Context: an optimization exercise on an open-source flow, tuned for small area. The choices shown serve that exercise and are no tape-out recipe. RTL that was checked went through simulation tests only; none was proved equivalent to the original. No functional check of the RTL was part of run 2.

==> design.v <==
module formula # (
	parameter LEN = 8
) (
	input                         clk,
	input                         rst,
	input  signed [    LEN - 1:0] a,
	input  signed [    LEN - 1:0] b,
	input  signed [    LEN - 1:0] c,
	input  signed [    LEN - 1:0] d,
	input                         input_vld,
	output signed [3 * LEN - 1:0] res,
	output                        res_overflow,
	output                        output_vld
);
	localparam logic [2 * LEN - 1:0] CONST1 = 1;
	localparam logic [3 * LEN - 1:0] CONST2 = 2;
	localparam logic [    LEN - 1:0] CONST3 = 3;
	localparam logic [    LEN - 1:0] CONST4 = 4;
	logic signed [    LEN    :0] sub_st1;             
	logic signed [2 * LEN - 1:0] mul1_st1, mul2_st1;  
	logic signed [2 * LEN    :0] sum_st2;             
	logic signed [3 * LEN - 1:0] mul2_st3;            
   logic signed [3 * LEN    :0] sub_st4;             
	logic signed [3 * LEN - 1:0] div_st5;             
	logic signed [    LEN - 1:0] sub_st1_reg;
	logic signed [2 * LEN - 1:0] mul1_st1_reg, mul2_st1_reg;
	logic signed [    LEN - 1:0] sub_st2_reg;
	logic signed [2 * LEN - 1:0] mul_st2_reg, sum_st2_reg;  
	logic signed [2 * LEN - 1:0] mul1_st3_reg;
	logic signed [3 * LEN - 1:0] mul2_st3_reg;               
	logic signed [3 * LEN - 1:0] sub_st4_reg;                              
	logic signed [3 * LEN - 1:0] div_st5_reg;   
	logic                    vld_st1, vld_st2, vld_st3, vld_st4, vld_st5;
	logic                    overflow_st1, overflow_st2, overflow_st3, overflow_st4, overflow_st5;	
	always_ff @ (posedge clk or posedge rst)
		if (rst) begin
			vld_st1 <= '0;
			vld_st2 <= '0;
			vld_st3 <= '0;
			vld_st4 <= '0;
			vld_st5 <= '0;
		end
		else begin
			vld_st1 <= input_vld;
			vld_st2 <= vld_st1;
			vld_st3 <= vld_st2;
			vld_st4 <= vld_st3;
			vld_st5 <= vld_st4;
		end
	assign sub_st1  = $signed(a) - $signed(b);
	assign mul1_st1 = $signed(CONST3) * $signed(c);
	assign mul2_st1 = $signed(CONST4) * $signed(d);
	always_ff @ (posedge clk or posedge rst)
		if (rst) begin
			sub_st1_reg  <= '0;
			mul1_st1_reg <= '0;
			mul2_st1_reg <= '0;
		end
		else if (input_vld) begin
			sub_st1_reg  <= sub_st1[LEN - 1:0];
			mul1_st1_reg <= mul1_st1;
			mul2_st1_reg <= mul2_st1;
		end
	always_ff @ (posedge clk or posedge rst)
		if (rst)
			overflow_st1 <= '0;
		else if (input_vld)
			overflow_st1 <= (sub_st1[LEN] ^ sub_st1[LEN - 1]    )  ||
								 (c[LEN - 1]   ^ mul1_st1[2 * LEN - 1]) ||
								 (d[LEN - 1]   ^ mul2_st1[2 * LEN - 1]);
	assign sum_st2 = $signed(CONST1) + $signed(mul1_st1_reg);
	always_ff @ (posedge clk or posedge rst)
		if (rst) begin
			sub_st2_reg <= '0;
			mul_st2_reg <= '0;
			sum_st2_reg <= '0;
		end
		else if (vld_st1 && ~overflow_st1) begin
			sub_st2_reg <= sub_st1_reg;
			mul_st2_reg <= mul2_st1_reg;
			sum_st2_reg <= sum_st2[2 * LEN - 1:0];
		end
	always_ff @ (posedge clk or posedge rst)
		if (rst)
			overflow_st2 <= '0;
		else if (vld_st1)
			overflow_st2 <= overflow_st1 || 
								 (sum_st2[2 * LEN] ^ sum_st2[2 * LEN - 1]);
	assign mul2_st3 = $signed(sub_st2_reg) * $signed(sum_st2_reg);
	always_ff @ (posedge clk or posedge rst)
		if (rst) begin
			mul1_st3_reg <= '0;
			mul2_st3_reg <= '0;
		end
		else if (vld_st2 && ~overflow_st2) begin
			mul1_st3_reg <= mul_st2_reg;
			mul2_st3_reg <= mul2_st3;
		end
	always_ff @ (posedge clk or posedge rst)
		if (rst)
			overflow_st3 <= '0;
		else if (vld_st2)
			overflow_st3 <= overflow_st2 || 
								 ((sub_st2_reg[LEN - 1] == sum_st2_reg[2 * LEN - 1]) && mul2_st3[3 * LEN - 1]);
	assign sub_st4 = $signed(mul2_st3_reg) - $signed(mul1_st3_reg);
	always_ff @ (posedge clk or posedge rst)
		if (rst) begin
			sub_st4_reg <= '0;
		end
		else if (vld_st3 && ~overflow_st3) begin
			sub_st4_reg <= sub_st4[3 * LEN - 1:0];
		end
	always_ff @ (posedge clk or posedge rst)
		if (rst)
			overflow_st4 <= '0;
		else if (vld_st3)
			overflow_st4 <= overflow_st3 ||
								 (sub_st4[3 * LEN] ^ sub_st4[3 * LEN - 1]);
	assign div_st5 = $signed(sub_st4_reg) / $signed(CONST2);
	always_ff @ (posedge clk or posedge rst)
		if (rst) begin
			div_st5_reg <= '0;
		end
		else if (vld_st4 && ~overflow_st4) begin
			div_st5_reg <= div_st5;
		end
	always_ff @ (posedge clk or posedge rst)
		if (rst)
			overflow_st5 <= '0;
		else if (vld_st4)
			overflow_st5 <= overflow_st4;
	assign output_vld   = vld_st5;
	assign res          = div_st5_reg;
	assign res_overflow = overflow_st5;
endmodule
==> run.sh <==
#!/bin/bash
# synth_recipe.tcl (not shown) runs the flow's synth.tcl, then flattens the netlist and writes it again
# the make line also repeats each setting of config.mk as NAME=value (left out here)
make -C /OpenROAD-flow-scripts/flow DESIGN_CONFIG=/design/flow/config.mk WORK_HOME=/design/flow/orfs CLKGATE_MAP_FILE= SYNTH_SCRIPT=/design/flow/synth_recipe.tcl finish
==> config.mk <==
export PLATFORM = sky130hd
export DESIGN_NAME = formula
export DESIGN_NICKNAME = formula
export VERILOG_FILES = /design/flow/design.v
export SDC_FILE = /design/flow/constraint.sdc
export NUM_CORES = 4
export LEC_CHECK = 0
export CAP_MARGIN = 20
export CORE_MARGIN = 2
export CORE_UTILIZATION = 40
export SLEW_MARGIN = 20
==> constraint.sdc <==
create_clock -name core_clock -period 6.0 [get_ports {clk}]
set_input_delay 1.2000 -clock core_clock [delete_from_list [all_inputs] [get_ports {clk}]]
set_output_delay 1.2000 -clock core_clock [all_outputs]
set_load 0.01 [all_outputs]
==> reports/qor.txt, run 1 <==
status -> finished clean
Hold Path Origin -> vld_st4$_DFF_PP0_
required time at the worst-slack endpoint -> 6330 ps
met3 Use GR -> 0.0244
compound-gate portion of the synthesized area -> 0.111
crit start category -> flop
Final Hold Violating Endpoints -> 0
sequential share of the synthesized area -> 0.319
Post-Synth Adder-Cell Area -> 0.253
remaining antenna violation count -> 0
Final Routed Wirelength -> 21200 µm
CTS tree -> yes
GPL Wtd Cong -> 0.818
Final Slew Violations -> 0
vias in the first global route -> 7937
Commonest cells post-synth -> 148 x inv_1, 145 x dfrtp_1, 120 x nand2_1
DP Wirelength -> 16600 µm
CTS resizes -> 0
Least-Margin Pin Slew -> 903 ps
crit path kind -> reg -> reg
top_reg_cell synth -> dfrtp_1
Yosys top cell area share -> 0.319
Post-synth ARST share -> 1.00
Clock Path Buffers -> 2
Post-Synth XOR/XNOR Area -> 0.0570
largest net degree at the start of global routing -> 105
Synth Register Bits -> 145
min-delay worst type -> reg -> reg
WL/cell -> 13.2 µm
Slew headroom -> 0.398
RSZ-0062 raised after global routing -> no
Worst Setup SP -> sub_st2_reg[4]$_DFFE_PP0P_
first-pass GRT wire length -> 37600 µm
DR pass1 iterations -> 6
clk slew on worst S/H paths -> 70 ps
initial antenna violation count -> 0
vias post-DR -> 7703
most numerous cell in the Yosys netlist -> inv_1
die area -> 0.0298 mm²
mapped cell area -> 0.0114 mm²
fin util -> 0.465
Net count, final -> 1422
routing usage on met2 -> 0.266
Max FO, Critical Path -> 13
# diodes -> 0
Worst Clk Skew -> 14.7 ps
Tmin final -> 5070 ps
Synth Area in Simple Gates -> 0.138
net count after synthesis -> 1373
P&R area growth vs syn -> 14.0%
Die W -> 173 µm
Num CTS Buffers -> 17
Layout Cells excl Fill -> 1601
DRC viols -> 0
Post-Syn Instances -> 1161
max cap viols -> 0
Final period util -> 0.845
clk sinks -> 145
Cell variety after synth -> 57
H-Tree Depth -> 4
syn_area_per_cell -> 9.79 µm²
Worst setup EP type -> flop
busiest grt layer -> met2
crit path DAT -> 5400 ps
Setup violations, final -> 0
hold-fix buffer count after cts -> 0
vias per cell -> 4.81
grt met1 use -> 0.193
DR iter-0 viols -> 382
Ys Warns -> 1
Worst-Skew Late Latency -> 420 ps
GRT Util Overall -> 0.152
port bufs -> 60
combinational family with the most area after synthesis -> adder cells
share of cells above drive strength 1 -> 0.0875
GR Overflow Total -> 0
Die Y -> 173 µm
multiplexer share of the synthesized area -> 0.0611
FF-to-FF Start -> sub_st2_reg[4]$_DFFE_PP0P_
Post-synth EDFFs -> 0
Root Buffer -> clkbuf_16
cell taking the most area after synthesis -> dfrtp_1
Max Freq -> 0.197 GHz
Site Rows -> 61
TNS Setup -> 0 ps
Post-CTS Setup Repair Bufs -> 0
Placed Instances -> 1569
Hold WS -> 412 ps
Top Ports -> 61
ranking of synthesized cells by area -> dfrtp_1 32%, fa_1 15%, ha_1 9.8%, mux2_2 5.8%, inv_1 4.9%
Core Region -> 0.0279 mm²
Starting Density -> 0.408
-- cell usage in the layout, fill, tap and decap left out, types with 3 or more instances in the layout --
| master | n |
|---|---|
| inv_1 | 147 |
| dfrtp_1 | 145 |
| nand2_1 | 120 |
| ha_1 | 89 |
| fa_1 | 88 |
| o21ai_0 | 82 |
| and2_1 | 69 |
| clkdlybuf4s50_1 | 60 |
| mux2_2 | 59 |
| nor2_1 | 45 |
| a21oi_1 | 45 |
| xnor2_1 | 40 |
| xor2_1 | 34 |
| nand3_1 | 22 |
| a21o_1 | 20 |
| clkbuf_16 | 17 |
| nand2b_1 | 14 |
| nor2b_1 | 11 |
| and3_1 | 10 |
| nand4_1 | 10 |
| o21a_1 | 7 |
| o31ai_1 | 7 |
| inv_6 | 6 |
| buf_4 | 6 |
| a211oi_1 | 5 |
| nor3_1 | 4 |
| o21bai_1 | 3 |
| nor3b_1 | 3 |
| mux2i_1 | 3 |
| o21ai_1 | 3 |
| a211o_1 | 3 |
| inv_8 | 3 |
-- kinds of logic after synthesis --
group	count (synthesis)
compound gates	201
xor+xnor	74
fa+ha+maj	177
buf+inv	184
flops	145
mux	62
simple gates	318
-- critical path, stage by stage, from the launching register on --
cell,delay [ps]
dfrtp_1,580
nand2_1,150
fa_1,530
fa_1,490
inv_1,60
fa_1,530
inv_1,50
fa_1,520
inv_1,40
ha_1,350
a21o_1,200
a21oi_1,190
a21oi_1,120
nor4_1,470
o31ai_1,210
nand4_1,130
a21boi_0,110
o31ai_1,250
-- stage by stage --
| stage | instance area, µm² | setup WS (ps) |
|---|---|---|
| after floorplan | 11400 | 905 |
| after global placement | 12400 | 1040 |
| after detailed placement | 12400 | 900 |
| after CTS | 13000 | 927 |
| after global routing | 13000 | 615 |
| final | 13000 | 929 |
-- per-layer routing --
layer / up-vias / part of all wire
li1: 3926 / -
met1: 3641 / 0.46
met2: 109 / 0.49
met3: 27 / 0.029
met4: 0 / 0.015
met5: - / 0
-- worst paths after layout --
kind	endpoint	slack, ps	cells past startpoint
max in group asynchronous	mul1_st1_reg[1]$_DFFE_PP0P_	3560	3
min	vld_st5$_DFF_PP0_	410	0
max reg2reg	overflow_st3$_DFFE_PP0P_	930	17
min in group asynchronous	sub_st4_reg[1]$_DFFE_PP0P_	1350	2
max	overflow_st3$_DFFE_PP0P_	930	17
min reg2reg	vld_st5$_DFF_PP0_	410	0
-- cell type report --
class,count,area [µm²]
inverter,148,561
clock buffer,18,439
timing repair buffer,66,646
fill,2684,14900
tap,378,473
multi-input combinational,832,7040
clock inverter,14,166
sequential,145,3630
==> run 2: changes to the inputs <==
==> design.v (replaced) <==
module formula # (
	parameter LEN = 8
) (
	input                         clk,
	input                         rst,
	input  signed [    LEN - 1:0] a,
	input  signed [    LEN - 1:0] b,
	input  signed [    LEN - 1:0] c,
	input  signed [    LEN - 1:0] d,
	input                         input_vld,
	output signed [3 * LEN - 1:0] res,
	output                        res_overflow,
	output                        output_vld
);
	logic [4:0] vld;
	always_ff @(posedge clk or posedge rst)
		if (rst) vld <= '0;
		else     vld <= {vld[3:0], input_vld};
	logic signed [8:0] sub;
	assign sub = a - b;
	logic signed [7:0] x1, c1, d1;
	logic              ov1;
	always_ff @(posedge clk) begin
		x1  <= sub[7:0];
		ov1 <= sub[8] ^ sub[7];
		c1  <= c;
		d1  <= d;
	end
	logic signed [16:0] p;
	logic signed [15:0] q;
	assign p = x1 * (10'sd1 + 10'sd3 * c1) - 17'sd4 * d1;
	assign q = (p + (p[16] & p[0])) >>> 1;
	logic signed [15:0] r2, r3, r4, r5;
	logic               o2, o3, o4, o5;
	always_ff @(posedge clk) begin
		r2 <= q;  o2 <= ov1;
		r3 <= r2; o3 <= o2;
		r4 <= r3; o4 <= o3;
		r5 <= r4; o5 <= o4;
	end
	assign output_vld   = vld[4];
	assign res          = {{8{r5[15]}}, r5};
	assign res_overflow = o5;
endmodule
==> reports/qor.txt, run 2 <==
status -> failed layout checks
SO Faults -> setup timing
Layout Cells excl Fill -> 985
Cell variety after synth -> 55
Hold WS -> 325 ps
compound-gate portion of the synthesized area -> 0.0607
vias per cell -> 4.56
Net count, final -> 939
most numerous cell in the Yosys netlist -> inv_1
CP Buf/Inv Count -> 4
initial antenna violation count -> 0
most frequent cells in the layout -> 91 x buf_4, 90 x inv_1, 90 x dfxtp_1, 77 x fa_1, 60 x clkdlybuf4s50_1
ranking of synthesized cells by area -> dfxtp_1 29%, fa_1 25%, ha_1 11%, inv_1 5.5%, xnor2_1 4.3%
Slew headroom -> 0.635
Final Routed Wirelength -> 12900 µm
routing usage on met2 -> 0.302
GPL Wtd Cong -> 0.856
TNS Setup -> -7230 ps
Placed Instances -> 956
sink of the worst hold path -> r3[5]$_DFF_P_
critical path's slowest cell -> fa_1
GRT Util Overall -> 0.161
RSZ-0062 raised after global routing -> yes
top_reg_cell synth -> dfxtp_1
Post-Syn Instances -> 618
commonest non-fill, non-tap cell in the layout -> buf_4
DR pass1 iterations -> 4
Site Rows -> 46
required time at the worst-slack endpoint -> 6240 ps
multiplexer share of the synthesized area -> 0.00480
Hold Path Origin -> r2[5]$_DFF_P_
H-Tree Depth -> 3
# fillers -> 1400
Setup violations, final -> 16
Core Region -> 0.0159 mm²
DR iter-0 viols -> 143
FF/Latch Area -> 0.00199 mm²
Ys Warns -> 1
syn_area_per_cell -> 10.5 µm²
Top Ports -> 61
Root Buffer -> clkbuf_16
grt met1 use -> 0.182
Die Y -> 132 µm
min-delay worst type -> reg -> reg
Post-Synth Adder-Cell Area -> 0.362
GR Overflow Total -> 0
P&R area growth vs syn -> 34.7%
Clock Path Buffers -> 2
Worst setup EP type -> flop
vias post-DR -> 4489
cell taking the most area after synthesis -> dfxtp_1
clk slew on worst S/H paths -> 70 ps
worst r2r path cells -> 29
Final Slew Violations -> 0
Max FO, Critical Path -> 4
crit path DAT -> 6930 ps
clk sinks -> 98
# diodes -> 0
largest net degree at the start of global routing -> 18
mapped cell area -> 0.00651 mm²
FF-to-FF Start -> c1[2]$_DFF_P_
net count after synthesis -> 793
Die W -> 132 µm
Starting Density -> 0.410
Yosys top cell area share -> 0.286
first-pass GRT wire length -> 22500 µm
Commonest cells post-synth -> 95 x inv_1, 93 x dfxtp_1, 81 x fa_1
Synth Register Bits -> 98
share of cells above drive strength 1 -> 0.250
crit path kind -> reg -> reg
combinational family with the most area after synthesis -> adder cells
most used cell, CP -> fa_1
Max Freq -> 0.149 GHz
area post-placement -> 0.00818 mm²
CP top delay family -> adder cells
delay of the slowest critical-path stage -> 570 ps
Num CTS Buffers -> 9
busiest grt layer -> met2
Least-Margin Pin Slew -> 547 ps
end of the worst register-to-register path -> r2[3]$_DFF_P_
final std cell area, no fill -> 0.00878 mm²
Post-Synth XOR/XNOR Area -> 0.0657
Tmin final -> 6690 ps
Worst Setup SP -> c1[2]$_DFF_P_
multi-input logic area -> 0.00457 mm²
vias in the first global route -> 4932
CTS tree -> yes
setup ws final -> -690 ps
crit start category -> flop
Final period util -> 1.12
met3 Use GR -> 0.0347
Post-synth EDFFs -> 0
Final Hold Violating Endpoints -> 0
Post-synth ARST share -> 0.0510
Worst Clk Skew -> 10.1 ps
DRC viols -> 0
sequential share of the synthesized area -> 0.305
Synth Area in Simple Gates -> 0.132
Worst-Skew Late Latency -> 350 ps
hold depth -> 0
die area -> 0.0173 mm²
remaining antenna violation count -> 0
port bufs -> 60
fin util -> 0.552
max cap viols -> 0
r2r setup slk -> -690 ps
DP Wirelength -> 10800 µm
WL/cell -> 13.1 µm
## run 2: changes by cell type after synthesis, moves of 53 or more
cell     previous run  this run
inv_1             148        95
dfrtp_1           145         5
o21ai_0            82        11
dfxtp_1             0        93
nand2_1           120        53
mux2_2             59         1
## run 2: worst max path at each step
stage | to | cells after the start
after detailed placement | r2[9]$_DFF_P_ | 27
final | r2[3]$_DFF_P_ | 29
after global routing | r2[3]$_DFF_P_ | 28
after CTS | r2[9]$_DFF_P_ | 28
after global placement | r2[9]$_DFF_P_ | 27
after floorplan | r2[9]$_DFF_P_ | 25
## run 2: layout make-up
cell class	count	area share
Clock buffer	10	0.0261
Clock inverter	6	0.00570
Inverter	95	0.0406
Multi-Input combinational cell	407	0.521
Sequential cell	98	0.227
Tap cell	216	0.0308
Timing Repair Buffer	153	0.149
## run 2: what timing repair did
| action | 4_1_cts | 5_1_grt |
|---|---|---|
| hold buffers | 0 | 0 |
| gates resized for setup | 23 | 20 |
| endpoints found under the setup margin | 16 | 16 |
| hold endpoints to repair | 0 | 0 |
| setup buffers | 17 | 3 |
| pin swaps | 30 | 16 |
## run 2: layer usage
layer	share of wire	wire length [µm]
met1	0.42	5390
met2	0.54	6930
met3	0.031	402
met4	0.013	171
met5	0	0
## run 2: kinds of logic after synthesis
logic type | count (synthesis)
buf+inv | 113
fa+ha+maj | 140
compound gates | 58
mux | 3
xor+xnor | 45
simple gates | 161
flops | 98
## run 2: worst reg2reg max path: cells and delay by family, from the launching register on
kind                       cells  cell delay (ps)
and+or+nand+nor                5              610
adders and majority gates      9             3320
xor gates and xnor gates       3              470
buffers and inverters          4              370
DFF                            1              370
AOI/OAI and AO/OA              8             1440
## run 2: per-stage QoR
step / worst slack, ps
global route: -994
global placement: -679
finish: -690
detailed placement: -895
CTS: -743
floorplan: -518

[port drivers added, routing unchanged]
No port has a modelled driver above. Below, the same layouts with a new extraction and two added sets of constraints. Step 1 (the two cells are an assumption about what drives the block):
set clk [get_ports {clk}]
set_driving_cell -lib_cell sky130_fd_sc_hd__clkbuf_16 $clk
set_driving_cell -lib_cell sky130_fd_sc_hd__buf_2 [delete_from_list [all_inputs] $clk]
Step 2 moves the port delays by t, midway between the first and last clock arrival at a register: inputs arrive t later, outputs are due t later. That takes back most of the time a late clock gives input paths. Three values: ideal, step 1, step 2; two values: the first two.
run | shift t [ns] | slack for setup (ns) | worst setup path at the end
run 1 | 0.466 | 0.929 / 0.929 / 0.929 | register to register
run 2 | 0.385 | -0.690 / -0.690 / -0.690 | register to register
